Source: an optimization exercise on an open RTL-to-GDS flow (aim: small area, a short achievable clock period and few clock cycles per item). Production flows keep margins and buffers that such runs may drop.
No run shown here included a check of the RTL's function; only the layout flow was run.
No activity file was given, so power comes from the tool's default toggle rates.

==> flow/design.v <==
module binary_division #(
    parameter   INTEGER_SIZE = 16,
                FRACT_SIZE = 16
) (
    input   wire                                            clk, rst, start_div,
    input   wire signed[INTEGER_SIZE+FRACT_SIZE-1:0]        dividend, divisor,
    output  reg  signed[INTEGER_SIZE+FRACT_SIZE-1:0]        Q_output,
    output  reg                                             end_div
);
localparam W = INTEGER_SIZE+FRACT_SIZE;        
localparam NBITS = INTEGER_SIZE+2*FRACT_SIZE;  
localparam [2:0] IDLE = 3'd0, ABS = 3'd1, ITER = 3'd2, NEG = 3'd3, DONE = 3'd4;
reg  [2:0]   st;
reg  [5:0]   cnt;       
reg  [W-1:0] R;         
reg  [W-1:0] Q;         
reg  [W-1:0] M;         
reg          s;         
reg          nmin;      
reg          sub;       
wire         neg_en = (st == ABS) ? Q[W-1] : s;
wire [W-1:0] qor;                               
pfor #(.N(W)) u_qor (.x(Q), .y(qor));
wire [W-1:0] qlow = {qor[W-2:0], 1'b0};         
wire [W-1:0] Qneg = Q ^ (qlow & {W{neg_en}});
wire [W-1:0] mc = M ^ {W{M[W-1]}};             
wire [W-1:0] mcr, mhir, mhi;                    
genvar gi;
generate for (gi = 0; gi < W; gi = gi + 1) begin : g_rev
    assign mcr[gi] = mc[W-1-gi];
    assign mhi[gi] = mhir[W-1-gi];
end endgenerate
pfor #(.N(W)) u_mhi (.x(mcr), .y(mhir));
wire [W-1:0] mmask = ~{1'b0, mhi[W-1:1]};       
wire mzero = ~mhi[0] & ~M[W-1];                 
wire         b    = Q[W-1] & ~cnt[5];           
wire [W-1:0] sum;
padd #(.N(W), .KIND(1)) u_add (.a({R[W-2:0], b}), .b(M ^ {W{sub}}), .cin(sub), .s(sum));
wire         last = (cnt == NBITS-1);
wire         qbit = mzero ? ~(nmin & last) : ~sum[W-1];
reg  [7:0]   fed;
integer j;
always @(*)
    for (j = 0; j < 8; j = j + 1)
        fed[7-j] = Q[W-1-j] & ~cnt[5] & ({1'b0, cnt[4:0]} + j < 32);
wire [W-1:0] R8   = {R[W-9:0], fed};
wire         skip = ~R[W-1] & ~|R[W-2:W-9] & ~|(R8 & mmask) & ~mzero & (cnt <= NBITS-8);
wire [5:0]   cnt_n = cnt + (skip ? 6'd8 : 6'd1);
wire [W-1:0] R_n   = skip ? R8 : sum;
wire         fin = skip ? (cnt == NBITS-8) : last;
always @(posedge clk or negedge rst) begin
    if (!rst)
        st <= IDLE;
    else case (st)
        IDLE: if (start_div) st <= dividend[W-1] ? ABS : ITER;
        ABS:  st <= ITER;
        ITER: if (fin) st <= s ? NEG : DONE;
        NEG:  st <= DONE;
        default: st <= IDLE;
    endcase
end
always @(posedge clk) begin
    if (st == IDLE) begin
        M    <= divisor;
        s    <= dividend[W-1] ^ divisor[W-1];
        nmin <= (dividend == {1'b1, {(W-1){1'b0}}});
    end
    R   <= (st != ITER) ? {W{1'b0}} : R_n;
    sub <= (st == IDLE) ? ~divisor[W-1] : (st != ITER) ? ~M[W-1] : ~(R_n[W-1] ^ M[W-1]);
    cnt <= (st != ITER) ? 6'd0 : cnt_n;
    Q   <= (st == IDLE) ? dividend :
           (st != ITER) ? Qneg :
           skip         ? Q << 8 : {Q[W-2:0], qbit};
end
always @(*) begin
    Q_output = Q;
    end_div  = (st == DONE);
end
endmodule
module padd #(parameter N = 33, parameter KIND = 0) (
    input  wire [N-1:0] a, b,
    input  wire         cin,
    output wire [N-1:0] s
);
    reg [N-1:0] G, P, Gn, Pn;
    integer i, l, j, d;
    wire [N-1:0] p = a ^ b;
    wire [N-1:0] g = a & b;
    always @(*) begin
        G = g; P = p;
        G[0] = g[0] | (p[0] & cin);
        if (KIND == 0) begin             
            for (i = 1; i < N; i = i + 1) begin G[i] = G[i] | (P[i] & G[i-1]); P[i] = P[i] & P[i-1]; end
        end else if (KIND == 1) begin    
            for (l = 0; (1 << l) < N; l = l + 1) begin
                Gn = G; Pn = P;
                for (i = 0; i < N; i = i + 1)
                    if ((i >> l) & 1) begin
                        j = ((i >> l) << l) - 1;
                        Gn[i] = G[i] | (P[i] & G[j]); Pn[i] = P[i] & P[j];
                    end
                G = Gn; P = Pn;
            end
        end else if (KIND == 2) begin    
            for (l = 0; (1 << l) < N; l = l + 1) begin
                Gn = G; Pn = P;
                for (i = 0; i < N; i = i + 1)
                    if (i >= (1 << l)) begin
                        j = i - (1 << l);
                        Gn[i] = G[i] | (P[i] & G[j]); Pn[i] = P[i] & P[j];
                    end
                G = Gn; P = Pn;
            end
        end else begin                   
            for (l = 0; (1 << l) < N; l = l + 1)
                for (i = 0; i < N; i = i + 1)
                    if ((i % (2 << l)) == (2 << l) - 1) begin
                        G[i] = G[i] | (P[i] & G[i-(1<<l)]); P[i] = P[i] & P[i-(1<<l)];
                    end
            for (l = 5; l >= 0; l = l - 1)
                for (i = 0; i < N; i = i + 1)
                    if (i >= (3 << l) - 1 && (i % (2 << l)) == (1 << l) - 1) begin
                        G[i] = G[i] | (P[i] & G[i-(1<<l)]); P[i] = P[i] & P[i-(1<<l)];
                    end
        end
    end
    assign s = p ^ {G[N-2:0], cin};
endmodule
module pfor #(parameter N = 32) (
    input  wire [N-1:0] x,
    output reg  [N-1:0] y
);
    reg [N-1:0] t;
    integer i, l;
    always @(*) begin
        y = x;
        for (l = 0; (1 << l) < N; l = l + 1) begin
            t = y;
            for (i = 0; i < N; i = i + 1)
                if ((i >> l) & 1)
                    t[i] = y[i] | y[((i >> l) << l) - 1];
            y = t;
        end
    end
endmodule
==> flow/run.sh <==
#!/bin/bash
# synth_recipe.tcl (not shown) runs the flow's synth.tcl, then flattens the netlist and writes it again
# the make line also repeats each setting of config.mk as NAME=value (left out here)
make -C /OpenROAD-flow-scripts/flow DESIGN_CONFIG=/design/flow/config.mk WORK_HOME=/design/flow/orfs CLKGATE_MAP_FILE= SYNTH_SCRIPT=/design/flow/synth_recipe.tcl finish
==> flow/config.mk <==
export PLATFORM = sky130hd
export DESIGN_NAME = binary_division
export DESIGN_NICKNAME = binary_division
export VERILOG_FILES = /design/flow/design.v
export SDC_FILE = /design/flow/constraint.sdc
export NUM_CORES = 4
export LEC_CHECK = 0
export CAP_MARGIN = 20
export CORE_MARGIN = 2
export CORE_UTILIZATION = 40
export SLEW_MARGIN = 20
==> flow/constraint.sdc <==
create_clock -name core_clock -period 6.0 [get_ports {clk}]
set_input_delay 1.2000 -clock core_clock [delete_from_list [all_inputs] [get_ports {clk}]]
set_output_delay 1.2000 -clock core_clock [all_outputs]
set_load 0.01 [all_outputs]
==> impl_metrics.py, run 1 <==
metrics = {
    "layout": {
        "post-route-util": 0.4930,
        "drive_gt1_frac": 0.04968,
        "layout_commonest_cell": "clkdlybuf4s50_1",
        "area_growth_pct": 19.95,
        "num_antenna_cells": 0,
        "final_cell_mix": "clkdlybuf4s50_1, nor2_1, a21oi_1",
        "fin_nets": 1025,
    },
    "routing": {
        "post_drt_wl_per_cell_um": 18.15,
        "viasPerCell": 5.623,
        "drc": 0,
        "wirelength_um": 20960,
        "antenna_left": 0,
        "drt_first_pass_iters": 5,
        "vias": 6495,
        "dr.first_iter.drc_count": 437,
    },
    "critical_path": {
        "crit_arrival_ns": 4.24,
        "path_max_fanout": 32,
        "path_common_cell": "mux2i_1",
        "r2r-start": "sub",
        "path_class": "reg2reg",
        "critPathLaunch": "sub",
        "crit_chain": "mux2i_1, fa_1, nand2b_1, a21oi_1, o211ai_1, a2111oi_0, nor2_1, o211a_1, mux2i_1, o21ai_0",
        "slowest_delay_ns": 0.94,
        "cp-end-kind": "flop",
        "cp_slowest_cell": "dfxtp_2",
        "cp-start-kind": "flop",
        "critical_path_required_ns": 6.11,
    },
    "timing": {
        "drv_slew": 0,
        "finalWorstSetupSlack_ns": 1.866,
        "worst_pin_slew_ns": 1.027,
        "finalSetupTns_ns": 0,
        "setup_violations": 0,
        "slew_headroom": 0.3153,
        "hold_viol": 0,
        "fmax_mhz": 241.9,
        "fin_crit_ns": 4.134,
        "period_share": 0.6889,
        "rsz0062_at_grt": "no",
        "finClkSkew_ns": 0.01111,
    },
    "status": {
        "run_status": "no timing/DRC/antenna violations",
    },
    "cts": {
        "cts_setup_buffers": 0,
        "clockBufferDepth": 2,
        "clk-insertion-delay-late_ns": 0.36,
        "root_buffer": "clkbuf_16",
        "holdBufCountCts": 0,
        "cts_inserted_buffers": 9,
        "clock-sinks": 108,
        "clk_transition_reported_paths_ns": 0.08,
        "cts_tree": "built",
        "htree_num_levels": 3,
        "cts_resized": 0,
    },
    "die": {
        "dieArea_sq_um": 19690,
        "pin_count": 100,
        "num_rows": 49,
        "die_w_um": 140.3,
        "die_h_um": 140.3,
        "fp.coreArea_sq_um": 18090,
        "initial_core_util": 0.4110,
    },
    "global_route": {
        "grt_pass1_wl_um": 34280,
        "antenna_found_initial": 0,
        "overflow": 0,
        "grt_max_degree": 42,
        "grt_pass1_vias": 6353,
        "grtUsageTotal": 0.2181,
    },
    "place": {
        "dp_hpwl_um": 15270,
        "pre_cts_ws_ns": 1.872,
        "io_buffers": 99,
        "gp_congestion": 0.8524,
    },
    "logic_synthesis": {
        "synth_top_area_cell": "dfxtp_1",
        "synthDistinctLibCells": 73,
        "synth-main-ff-cell": "dfxtp_1",
        "synth_area_sq_um": 7433,
        "yosysSeqAreaShare": 0.3400,
        "syn_avg_cell_area_sq_um": 8.818,
        "ys_ff_latch": 108,
        "synth_fp_nets": 947,
        "ys_warn_count": 3,
        "netlist_top_cells_area": "dfxtp_1, edfxtp_1, mux2i_1, xor2_1, ha_1",
        "synth-edff-count": 35,
        "syn_inst": 843,
        "synth_top_area_frac": 0.1885,
        "async_flop_share": 0.02778,
    },
    "job": {
        "maxCapViolCount": 0,
    },
    "power": {
        "finalPower_w": 0.005811,
        "cellPowerDensity_nw_per_um2": 651.8,
        "power_leakage_nw": 3.340,
        "max-vdd-ir-drop_mv": 0.2151,
    },
    "worst_hold_path": {
        "hp-class": "reg2reg",
        "worstHoldStart": "st[2]",
    },
}
[path summary, 6_finish.rpt]
| check | end | slack [ns] | depth (start not counted) |
|---|---|---|---|
| setup / recovery | Q[0] | 1.87 | 10 |
| hold / removal | st[2] | 0.52 | 1 |
| setup reg to reg | Q[0] | 1.87 | 10 |
| hold reg to reg | st[2] | 0.52 | 1 |
| max in group asynchronous | st[1] | 4.82 | 1 |
| min in group asynchronous | st[2] | 1.02 | 1 |
[final cells by class]
cell class	instances	area (sq um)
Sequential cell	108	2529
Tap cell	229	286.5
Timing Repair Buffer	111	1105
Inverter	24	90.09
Multi-Input combinational cell	667	4586
Fill cell	1667	9170
Clock buffer	11	252.7
Clock inverter	5	67.56
[power by group]
group          leakage (nW)  switching, W  internal, W
sequential            0.951      0.000532      0.00112
clock                 0.158      0.000295     0.000353
combinational          2.23       0.00187      0.00165
[worst max-delay path, delay by kind of cell (launching register included)]
| kind | cells | cell delay [ns] |
|---|---|---|
| compound gates | 5 | 1.77 |
| flops | 1 | 0.94 |
| fa+ha+maj | 1 | 0.46 |
| mux | 2 | 0.37 |
| simple gates | 2 | 0.33 |
[cell usage after synthesis, types with 7 or more instances]
| cell | count |
|---|---|
| nand4_1 | 7 |
| or3_1 | 28 |
| nor2_1 | 76 |
| xor2_1 | 50 |
| nand3_1 | 21 |
| inv_1 | 24 |
| a211oi_1 | 11 |
| nand2b_1 | 8 |
| dfxtp_1 | 70 |
| nor3_1 | 31 |
| nor2b_1 | 14 |
| nand2_1 | 42 |
| mux2i_1 | 46 |
| xnor2_1 | 45 |
| a21oi_1 | 71 |
| ha_1 | 32 |
| and3_1 | 11 |
| edfxtp_1 | 35 |
| nor4_1 | 17 |
| clkbuf_1 | 24 |
| o21ai_0 | 50 |
| a21o_1 | 8 |
[metal layers]
layer  up-vias  routed length, um  global-route usage
met4         0                347             0.06007
met1      3056              10040              0.3056
met3        26               1049             0.04137
met2       174               9525              0.3447
li1       3239                  -                   -
met5         -                  0                   0
[registers in the layout (all words and copies together) (netlist names)]
name / cells
st: 3
cnt: 6
Q: 32
nmin: 1
R: 32
M: 32
s: 1
sub: 1
[cells by family (layout without fill, tap and decap cells)]
group                    Yosys count  after routing  synth area share
buffers and inverters             68            151           0.04444
XOR/XNOR                          95             95            0.1119
adder cells (fa/ha/maj)           37             37           0.06733
AO/OA/AOI/OAI                    207            207            0.1776
flip-flops                       108            108            0.3400
multiplexers                      47             47           0.06346
AND/OR/NAND/NOR                  281            281            0.1953
[through the flow]
| stage | instance area (sq um) | instances | hold slack (ns) |
|---|---|---|---|
| after CTS | 8877 | 1153 | 0.5215 |
| after detailed placement | 8557 | 1137 | 0.5035 |
| after global placement | 8557 | 1137 | 0.5055 |
| final | 8916 | 1155 | 0.5243 |
| after global routing | 8916 | 1155 | 0.5412 |
| after floorplan | 7433 | 843 | 0.4540 |
==> run 2: changes to the inputs <==
--- a/flow/config.mk
+++ b/flow/config.mk
@@ -8,4 +8,5 @@
 export CAP_MARGIN = 20
 export CORE_MARGIN = 2
 export CORE_UTILIZATION = 40
+export SETUP_SLACK_MARGIN = 3.0
 export SLEW_MARGIN = 20
==> impl_metrics.py, run 2 <==
metrics = {
    "status": {
        "run_status": "no timing/DRC/antenna violations",
    },
    "logic_synthesis": {
        "netlist_top_cells_area": "dfxtp_1, edfxtp_1, mux2i_1, xor2_1, ha_1",
        "yosysSeqAreaShare": 0.3400,
        "synth_area_sq_um": 7433,
        "synthDistinctLibCells": 73,
        "synth_top_area_frac": 0.1885,
        "synth_top_area_cell": "dfxtp_1",
        "yosys-top-cells-count": "nor2_1, a21oi_1, dfxtp_1, o21ai_0, xor2_1",
        "syn_inst": 843,
        "yosysMostFrequentCell": "nor2_1",
        "ys_ff_latch": 108,
        "async_flop_share": 0.02778,
        "synth-main-ff-cell": "dfxtp_1",
        "ys_warn_count": 3,
        "synth_fp_nets": 947,
        "syn_avg_cell_area_sq_um": 8.818,
        "synth-edff-count": 35,
    },
    "power": {
        "combPwrFrac": 0.660,
        "pwr-share-seq": 0.246,
        "power_switching_w": 0.003052,
        "max-vdd-ir-drop_mv": 0.2652,
        "power_leakage_nw": 3.699,
        "cellPowerDensity_nw_per_um2": 668.4,
        "p_sw_frac": 0.4648,
        "pwr-share-clk": 0.094,
        "p_int_w": 0.003515,
    },
    "timing": {
        "drv_slew": 0,
        "finClkSkew_ns": 0.01270,
        "worst_pin_slew_ns": 0.9140,
        "fmax_mhz": 327.6,
        "fin_crit_ns": 3.052,
        "period_share": 0.5087,
        "setup_violations": 0,
        "hold_viol": 0,
        "rsz0062_at_grt": "yes",
        "finalWorstSetupSlack_ns": 2.948,
        "finalSetupTns_ns": 0,
        "slew_headroom": 0.3892,
    },
    "layout": {
        "top_regs": "M: 32 flops, Q: 32 flops, R: 32 flops",
        "fin_nets": 1078,
        "num_antenna_cells": 0,
        "final_cell_mix": "clkdlybuf4s50_1, nor2_1, dfxtp_1, a21oi_1, xor2_1",
        "area_growth_pct": 32.18,
        "drive_gt1_frac": 0.1502,
        "layout_commonest_cell": "clkdlybuf4s50_1",
    },
    "critical_path": {
        "crit_buf_inv": 1,
        "slowest_delay_ns": 0.50,
        "cp-start-kind": "flop",
        "crit_arrival_ns": 3.30,
        "path_class": "reg2reg",
        "crit_chain": "buf_12, and4_4, mux2i_4, a211oi_2, o2bb2ai_1, o2111ai_2, a31oi_2, nor2b_4, or2_4, ha_1, ha_2, a31oi_1, xor2_1, nor2_1",
        "critical_path_required_ns": 6.25,
        "crit_family": "compound AO/OA/AOI/OAI gates",
        "r2r_slack_ns": 2.95,
        "cp-end-kind": "flop",
        "path_max_fanout": 15,
        "cp_slowest_cell": "edfxtp_1",
    },
    "die": {
        "fp.coreArea_sq_um": 18090,
        "initial_core_util": 0.4110,
        "pin_count": 100,
        "num_rows": 49,
        "dieArea_sq_um": 19690,
        "die_h_um": 140.3,
        "die_w_um": 140.3,
    },
    "job": {
        "maxCapViolCount": 0,
    },
    "routing": {
        "drt_first_pass_iters": 5,
        "vias": 6902,
        "post_drt_wl_per_cell_um": 20.04,
        "viasPerCell": 5.714,
        "dr.first_iter.drc_count": 634,
        "wirelength_um": 24210,
        "drc": 0,
        "antenna_left": 0,
    },
    "global_route": {
        "grt_pass1_vias": 6337,
        "antenna_found_initial": 0,
        "grt_pass1_wl_um": 35930,
        "overflow": 0,
        "grt_max_degree": 41,
        "grtUsageTotal": 0.2326,
    },
    "cts": {
        "clk_transition_reported_paths_ns": 0.07,
        "htree_num_levels": 3,
        "clockBufferDepth": 2,
        "cts_tree": "built",
        "root_buffer": "clkbuf_16",
        "clock-sinks": 108,
        "clk-insertion-delay-late_ns": 0.37,
        "cts_inserted_buffers": 9,
    },
    "worst_hold_path": {
        "hp-class": "reg2reg",
    },
    "place": {
        "pre_cts_ws_ns": 2.237,
        "io_buffers": 99,
        "gp_congestion": 0.8707,
        "dp_hpwl_um": 15590,
    },
}
run 2: what timing repair did:
action | 4_1_cts | 5_1_grt
cloned | 2 | 5
gates resized for setup | 35 | 51
setup buffers | 18 | 31
hold buffers | 0 | 0
pin swaps | 15 | 38
endpoints found under the setup margin | 74 | 64
run 2: final timing paths:
kind	depth (start not counted)	startpoint	end
worst min-delay path	2	R[6]	R[14]
min in group asynchronous	1	rst	st[2]
worst max register to register	14	M[31]	cnt[4]
max in group asynchronous	1	rst	st[1]
worst min register to register	2	R[6]	R[14]
worst max-delay path	14	M[31]	cnt[4]
run 2: power groups by stage:
| stage | Sequential, W | Clock, W | Combinational (W) |
|---|---|---|---|
| after floorplan | 0.00145 | 0 | 0.00272 |
| after global placement | 0.00165 | 0 | 0.00352 |
| after detailed placement | 0.00164 | 0 | 0.00353 |
| after CTS | 0.00160 | 0.000629 | 0.00389 |
| after global routing | 0.00166 | 0.000655 | 0.00473 |
| final | 0.00162 | 0.000615 | 0.00433 |
run 2: final cells by class:
| class | instances | area [sq um] |
|---|---|---|
| multi-input cells | 667 | 4915 |
| flip-flops and latches | 108 | 2537 |
| clock inverters | 5 | 52.55 |
| inverters | 24 | 90.09 |
| well taps | 229 | 286.5 |
| clock buffers | 11 | 232.7 |
| repair buffers | 164 | 1712 |
| fillers | 1663 | 8260 |
run 2: stage by stage:
stage / area, sq um / hold slack [ns] / total power (W) / std cells / util
global route: 9826 / 0.5275 / 0.007043 / 1208 / 0.5433
floorplan: 7461 / 0.4540 / 0.004172 / 843 / -
CTS: 9241 / 0.5080 / 0.006119 / 1171 / 0.5110
global placement: 8561 / 0.5031 / 0.005171 / 1135 / 0.4733
finish: 9826 / 0.5157 / 0.006567 / 1208 / 0.5433
detailed placement: 8561 / 0.5057 / 0.005176 / 1135 / 0.4733
run 2: kinds of logic (layout without fill, tap and decap cells):
family | after synthesis | count (layout) | share of synthesized area
AOI/OAI and AO/OA | 207 | 207 | 0.1776
xor gates and xnor gates | 95 | 95 | 0.1119
adders and majority gates | 37 | 37 | 0.06733
buffers and inverters | 68 | 204 | 0.04444
DFF | 108 | 108 | 0.3400
muxes | 47 | 47 | 0.06346
and+or+nand+nor | 281 | 281 | 0.1953
run 2: worst register-to-register path: stages, from the launching register on:
cell       delay [ns]
edfxtp_1         0.50
buf_12           0.21
and4_4           0.17
mux2i_4          0.22
a211oi_2         0.10
o2bb2ai_1        0.18
o2111ai_2        0.17
a31oi_2          0.25
nor2b_4          0.06
or2_4            0.25
ha_1             0.22
ha_2             0.20
a31oi_1          0.18
xor2_1           0.18
nor2_1           0.06
run 2: per-layer routing:
| layer | track usage | wire, um | vias to the layer above |
|---|---|---|---|
| met5 | 0 | 0 | - |
| met4 | 0.06539 | 533 | 0 |
| met1 | 0.3396 | 11490 | 3301 |
| met3 | 0.04376 | 1304 | 37 |
| met2 | 0.3506 | 10880 | 217 |
| li1 | - | - | 3347 |
==> run 3: changes to the inputs <==
--- a/flow/config.mk
+++ b/flow/config.mk
@@ -8,5 +8,5 @@
 export CAP_MARGIN = 20
 export CORE_MARGIN = 2
 export CORE_UTILIZATION = 40
-export SETUP_SLACK_MARGIN = 3.0
+export SETUP_SLACK_MARGIN = 4.0
 export SLEW_MARGIN = 20
==> impl_metrics.py, run 3 <==
metrics = {
    "cts": {
        "root_buffer": "clkbuf_16",
        "clock-sinks": 108,
        "clk_transition_reported_paths_ns": 0.07,
        "cts_inserted_buffers": 9,
        "cts_tree": "built",
        "clk-insertion-delay-late_ns": 0.37,
        "htree_num_levels": 3,
        "clockBufferDepth": 2,
        "holdBufCountCts": 0,
    },
    "layout": {
        "drive_gt1_frac": 0.3692,
        "seq_area_sq_um": 2664,
        "layout_commonest_cell": "buf_4",
        "fin_area_sq_um": 11760,
        "top_regs": "M: 32 flops, Q: 32 flops, R: 32 flops",
        "area_growth_pct": 58.22,
        "fillers": 1381,
        "num_antenna_cells": 0,
        "post-route-util": 0.6503,
        "final_cell_mix": "buf_4, buf_6, nor2_1",
        "multi_input_area_sq_um": 5517,
        "fin_nets": 1185,
    },
    "logic_synthesis": {
        "ys_ff_latch": 108,
        "yosys-top-cells-count": "nor2_1, a21oi_1, dfxtp_1, o21ai_0, xor2_1",
        "synthDistinctLibCells": 73,
        "synth_top_area_frac": 0.1885,
        "synth_top_area_cell": "dfxtp_1",
        "synth-edff-count": 35,
        "syn_avg_cell_area_sq_um": 8.818,
        "yosysMostFrequentCell": "nor2_1",
        "yosysSeqAreaShare": 0.3400,
        "synth-main-ff-cell": "dfxtp_1",
        "async_flop_share": 0.02778,
        "netlist_top_cells_area": "dfxtp_1, edfxtp_1, mux2i_1, xor2_1, ha_1",
        "synth_fp_nets": 947,
        "ys_warn_count": 3,
        "syn_inst": 843,
        "synth_area_sq_um": 7433,
    },
    "power": {
        "power_switching_w": 0.003563,
        "finalPower_w": 0.008059,
        "pwr-share-seq": 0.204,
        "pwr-share-clk": 0.077,
        "power_leakage_nw": 4.625,
        "cellPowerDensity_nw_per_um2": 685.2,
        "combPwrFrac": 0.719,
        "max-vdd-ir-drop_mv": 0.3266,
        "p_sw_frac": 0.4421,
        "p_int_w": 0.004496,
    },
    "critical_path": {
        "cp-end-kind": "flop",
        "r2r_cells": 13,
        "r2r_slack_ns": 2.97,
        "path_max_fanout": 8,
        "crit_arrival_ns": 3.33,
        "critical_path_required_ns": 6.29,
        "path_common_cell": "buf_6",
        "rr_endpoint": "R[23]",
        "crit_chain": "buf_12, buf_6, nor4_4, mux2i_4, a21oi_4, nor3b_4, and3_4, a221oi_4, buf_6, buf_6, buf_16, or4_1, o211ai_1",
        "cp_slowest_cell": "or4_1",
        "r2r-start": "M[31]",
        "path_class": "reg2reg",
        "slowest_delay_ns": 0.51,
        "cp-start-kind": "flop",
    },
    "place": {
        "gp_congestion": 0.8946,
        "dp_hpwl_um": 16060,
        "dpl_cell_area_sq_um": 8755,
        "io_buffers": 99,
    },
    "timing": {
        "period_share": 0.5056,
        "rsz0062_at_grt": "yes",
        "hold_slack_ns": 0.5323,
        "fin_crit_ns": 3.033,
        "drv_slew": 0,
        "worst_pin_slew_ns": 0.6623,
        "fmax_mhz": 329.7,
        "finClkSkew_ns": 0.01232,
        "hold_viol": 0,
        "slew_headroom": 0.5580,
        "finalSetupTns_ns": 0,
        "setup_violations": 0,
    },
    "routing": {
        "dr_wl_met2_um": 13170,
        "top_layer": "met4",
        "antenna_left": 0,
        "viasPerCell": 5.888,
        "met1_length_um": 12460,
        "dr.first_iter.drc_count": 791,
        "post_drt_wl_per_cell_um": 21.42,
        "wirelength_um": 28170,
        "vias": 7743,
        "drc": 0,
        "drt_first_pass_iters": 7,
        "dr_wl_met3_um": 1760,
    },
    "die": {
        "dieArea_sq_um": 19690,
        "num_rows": 49,
        "fp.coreArea_sq_um": 18090,
        "die_h_um": 140.3,
        "pin_count": 100,
        "initial_core_util": 0.4110,
        "die_w_um": 140.3,
    },
    "global_route": {
        "grt_pass1_vias": 7346,
        "antenna_found_initial": 0,
        "grt_max_degree": 40,
        "overflow": 0,
        "grtUsageTotal": 0.2722,
        "grt_pass1_wl_um": 41630,
    },
    "worst_hold_path": {
        "whs_path_depth": 1,
        "hp-class": "reg2reg",
        "hold_path_end": "st[2]",
        "worstHoldStart": "st[2]",
    },
    "status": {
        "run_status": "no timing/DRC/antenna violations",
    },
    "job": {
        "maxCapViolCount": 0,
    },
}
==> run 3: metal layers <==
metal,GRT usage,up-vias
met4,0.07762,0
li1,-,3562
met2,0.4288,325
met5,0,-
met3,0.04684,59
met1,0.3844,3797
==> run 3: how the worst max path moves through the flow <==
stage | startpoint | endpoint | slack, ns | cells after the start
finish | M[31] | R[23] | 2.97 | 13
global route | sub | Q[0] | 2.82 | 12
CTS | sub | Q[0] | 3.00 | 11
detailed placement | sub | R[23] | 2.25 | 10
global placement | sub | R[23] | 2.32 | 10
floorplan | sub | Q[0] | 2.96 | 13
==> run 3: layout make-up <==
cell class / instances / share of cell area
multi-input cells: 668 / 0.4690
well taps: 229 / 0.02436
inverters: 24 / 0.007660
repair buffers: 270 / 0.2481
flip-flops and latches: 108 / 0.2265
clock buffers: 12 / 0.02011
clock inverters: 4 / 0.004255
==> run 3: what timing repair did <==
item | 4_1_cts | 5_1_grt
cloned | 11 | 2
pin swaps | 57 | 78
gates resized for setup | 349 | 108
setup endpoints to repair | 142 | 127
setup buffers | 103 | 47
==> run 3: critical path: cells and delay by family, from the launching register on <==
| kind | cells | cell delay (ns) |
|---|---|---|
| simple gates | 4 | 1.33 |
| buf+inv | 5 | 0.70 |
| flops | 1 | 0.43 |
| compound gates | 3 | 0.35 |
| mux | 1 | 0.13 |
==> run 3: logic make-up (layout without fill, tap and decap cells) <==
kind of cell             Yosys count  after routing  share of synthesized area
XOR/XNOR                          95             95                     0.1119
adder cells (fa/ha/maj)           37             37                    0.06733
buffers and inverters             68            310                    0.04444
AND/OR/NAND/NOR                  281            282                     0.1953
multiplexers                      47             47                    0.06346
flip-flops                       108            108                     0.3400
AO/OA/AOI/OAI                    207            207                     0.1776
==> run 3: power groups by stage <==
| stage | Combinational (W) | Sequential [W] | Clock [W] |
|---|---|---|---|
| global placement | 0.00359 | 0.00171 | 0 |
| CTS | 0.00494 | 0.00158 | 0.000628 |
| detailed placement | 0.00362 | 0.00170 | 0 |
| global route | 0.00622 | 0.00168 | 0.000656 |
| floorplan | 0.00290 | 0.00146 | 0 |
| finish | 0.00580 | 0.00164 | 0.000622 |
==> run 3: through the flow <==
step,cells,worst slack [ns]
2_1_floorplan,843,2.963
4_1_cts,1266,3.003
3_3_place_gp,1136,2.317
6_report,1315,2.967
3_5_place_dp,1136,2.250
5_1_grt,1315,2.822
==> run 4: changes to the inputs <==
--- a/flow/config.mk
+++ b/flow/config.mk
@@ -8,5 +8,5 @@
 export CAP_MARGIN = 20
 export CORE_MARGIN = 2
 export CORE_UTILIZATION = 40
-export SETUP_SLACK_MARGIN = 4.0
+export SETUP_SLACK_MARGIN = 3.5
 export SLEW_MARGIN = 20
==> impl_metrics.py, run 4 <==
metrics = {
    "layout": {
        "layout_commonest_cell": "nor2_1",
        "fin_nets": 1128,
        "top_regs": "M: 32 flops, Q: 32 flops, R: 32 flops",
        "final_cell_mix": "nor2_1, clkdlybuf4s50_1, buf_4",
        "drive_gt1_frac": 0.2702,
        "area_growth_pct": 45.40,
        "num_antenna_cells": 0,
    },
    "timing": {
        "hold_viol": 0,
        "fin_crit_ns": 3.073,
        "period_share": 0.5122,
        "finalSetupTns_ns": 0,
        "worst_pin_slew_ns": 0.6668,
        "fmax_mhz": 325.4,
        "setup_violations": 0,
        "rsz0062_at_grt": "yes",
        "finClkSkew_ns": 0.01102,
        "slew_headroom": 0.5513,
        "finalWorstSetupSlack_ns": 2.927,
        "drv_slew": 0,
    },
    "logic_synthesis": {
        "synth-main-ff-cell": "dfxtp_1",
        "syn_avg_cell_area_sq_um": 8.818,
        "yosysSeqAreaShare": 0.3400,
        "synth_area_sq_um": 7433,
        "yosys-top-cells-count": "nor2_1, a21oi_1, dfxtp_1, o21ai_0, xor2_1",
        "netlist_top_cells_area": "dfxtp_1, edfxtp_1, mux2i_1, xor2_1, ha_1",
        "async_flop_share": 0.02778,
        "synth-edff-count": 35,
        "yosysMostFrequentCell": "nor2_1",
        "synth_fp_nets": 947,
        "ys_warn_count": 3,
        "synthDistinctLibCells": 73,
        "synth_top_area_cell": "dfxtp_1",
        "synth_top_area_frac": 0.1885,
        "syn_inst": 843,
        "ys_ff_latch": 108,
    },
    "place": {
        "pre_cts_ws_ns": 2.187,
        "dp_hpwl_um": 15810,
        "gp_congestion": 0.8630,
        "io_buffers": 99,
    },
    "routing": {
        "viasPerCell": 5.898,
        "dr.first_iter.drc_count": 684,
        "vias": 7420,
        "wirelength_um": 26250,
        "drc": 0,
        "post_drt_wl_per_cell_um": 20.87,
        "drt_first_pass_iters": 5,
        "antenna_left": 0,
    },
    "status": {
        "run_status": "no timing/DRC/antenna violations",
    },
    "critical_path": {
        "cp-end-kind": "flop",
        "rr_endpoint": "R[22]",
        "path_max_fanout": 4,
        "r2r_slack_ns": 2.93,
        "endpoint": "R[22]",
        "critical_path_required_ns": 6.30,
        "r2r_cells": 14,
        "crit_arrival_ns": 3.38,
        "critPathLaunch": "sub",
        "cp-start-kind": "flop",
        "path_class": "reg2reg",
        "r2r-start": "sub",
    },
    "job": {
        "maxCapViolCount": 0,
    },
    "global_route": {
        "overflow": 0,
        "antenna_found_initial": 0,
        "grt_max_degree": 40,
        "grtUsageTotal": 0.2531,
        "grt_pass1_vias": 6781,
        "grt_pass1_wl_um": 38870,
    },
    "cts": {
        "htree_num_levels": 3,
        "clockBufferDepth": 2,
        "clock-sinks": 108,
        "cts_inserted_buffers": 9,
        "clk_transition_reported_paths_ns": 0.08,
        "cts_tree": "built",
        "clk-insertion-delay-late_ns": 0.37,
        "root_buffer": "clkbuf_16",
        "holdBufCountCts": 0,
    },
    "die": {
        "initial_core_util": 0.4110,
        "fp.coreArea_sq_um": 18090,
        "die_w_um": 140.3,
        "dieArea_sq_um": 19690,
        "die_h_um": 140.3,
        "num_rows": 49,
        "pin_count": 100,
    },
    "worst_hold_path": {
        "hp-class": "reg2reg",
    },
    "power": {
        "max-vdd-ir-drop_mv": 0.2965,
        "cellPowerDensity_nw_per_um2": 687.9,
        "power_leakage_nw": 4.156,
    },
}
run 4: changes by cell type in the layout (fill, tap and decap cells not counted), moves of 6 or more:
cell,change
dfxtp_2,+22
dlymetal6s2s_1,-9
buf_6,-45
nor4_1,+6
ha_1,+8
dfxtp_4,-24
buf_12,-9
dlygate4sd2_1,+17
buf_4,-39
clkdlybuf4s50_1,+24
run 4: what timing repair did:
action | CTS | global route
pin swaps | 76 | 70
setup buffers | 67 | 27
gates cloned | 8 | 3
endpoints found under the setup margin | 107 | 76
gates resized for setup | 186 | 63
run 4: logic make-up after synthesis:
kind of cell | count (synthesis) | synth area share
xor+xnor | 95 | 0.1119
buf+inv | 68 | 0.04444
fa+ha+maj | 37 | 0.06733
compound gates | 207 | 0.1776
mux | 47 | 0.06346
simple gates | 281 | 0.1953
flops | 108 | 0.3400
run 4: report_power, final:
part	internal, W	leakage [nW]	switching [W]
logic	0.00255	3.05	0.00254
clock network	0.000363	0.156	0.000293
registers	0.00116	0.954	0.000524
total	0.00407	4.16	0.00336
run 4: how the worst min path moves through the flow:
stage,startpoint,end,slack [ns],cells after the start
global placement,st[2],st[2],0.50,1
floorplan,R[6],R[14],0.45,2
global route,R[14],R[22],0.54,2
detailed placement,st[2],st[2],0.50,1
CTS,R[14],R[22],0.51,2
finish,R[14],R[22],0.51,2
run 4: worst max-delay path, stage by stage, from the launching register on:
cell,delay (ns)
dfxtp_4,0.37
buf_12,0.14
buf_8,0.14
xor2_2,0.14
ha_1,0.32
o211ai_1,0.27
a21oi_4,0.07
buf_6,0.12
o211ai_1,0.19
nand3b_1,0.18
a221oi_2,0.34
o21ai_2,0.11
buf_4,0.14
or3b_1,0.35
a21oi_1,0.13
run 4: per-stage QoR:
step	cells	instance area, sq um	utilization	hold WS [ns]	power, W
after floorplan	843	7585	-	0.4540	0.004258
after global placement	1136	8651	0.4783	0.5023	0.005236
after detailed placement	1136	8651	0.4783	0.5004	0.005249
after CTS	1227	10210	0.5646	0.5130	0.006778
after global routing	1258	10810	0.5976	0.5370	0.007899
final	1258	10810	0.5976	0.5095	0.007435
run 4: area by class of cell:
cell class                      count  area [sq um]
Sequential cell                   108          2599
Clock inverter                      4         51.30
Tap cell                          229         286.5
Inverter                           24         90.09
Timing Repair Buffer              214          2277
Fill cell                        1496          7278
Clock buffer                       12         267.8
Multi-Input combinational cell    667          5236
run 4: layer usage:
| layer | GRT usage | vias to the layer above | share of wire | routed length, um |
|---|---|---|---|---|
| li1 | - | 3441 | - | - |
| met1 | 0.3606 | 3609 | 0.44 | 11630 |
| met2 | 0.4027 | 322 | 0.47 | 12460 |
| met3 | 0.03863 | 48 | 0.063 | 1644 |
| met4 | 0.06380 | 0 | 0.020 | 522 |
| met5 | 0 | - | 0 | 0 |

## static timing again, ports no longer ideal
In the flow no input, the clock included, has a driving cell. The finished layouts below were timed again as built, in two steps. Step 1: set_driving_cell puts a clkbuf_16 on clk and a buf_2 on each other input, an assumption about the parent block. Step 2 adds t to the input delays and takes it off the output delays; t is the mean of the earliest and latest rising clock arrival at the registers after step 1. Input paths then give back, and output paths get back, about the clock's delay inside the block. Three values: ideal, step 1, step 2; two values: the first two.
run	t, ns	slack for setup (ns)	hold slack, ns
run 1	0.404	1.866 / 1.866 / 1.866	0.524 / 0.524 / 0.524
run 2	0.404	2.948 / 2.948 / 2.948	0.516 / 0.516 / 0.516
run 3	0.410	2.967 / 2.967 / 2.967	0.532 / 0.532 / 0.532
run 4	0.404	2.927 / 2.927 / 2.927	0.510 / 0.510 / 0.510
After both steps setup and hold are still met in every run listed.
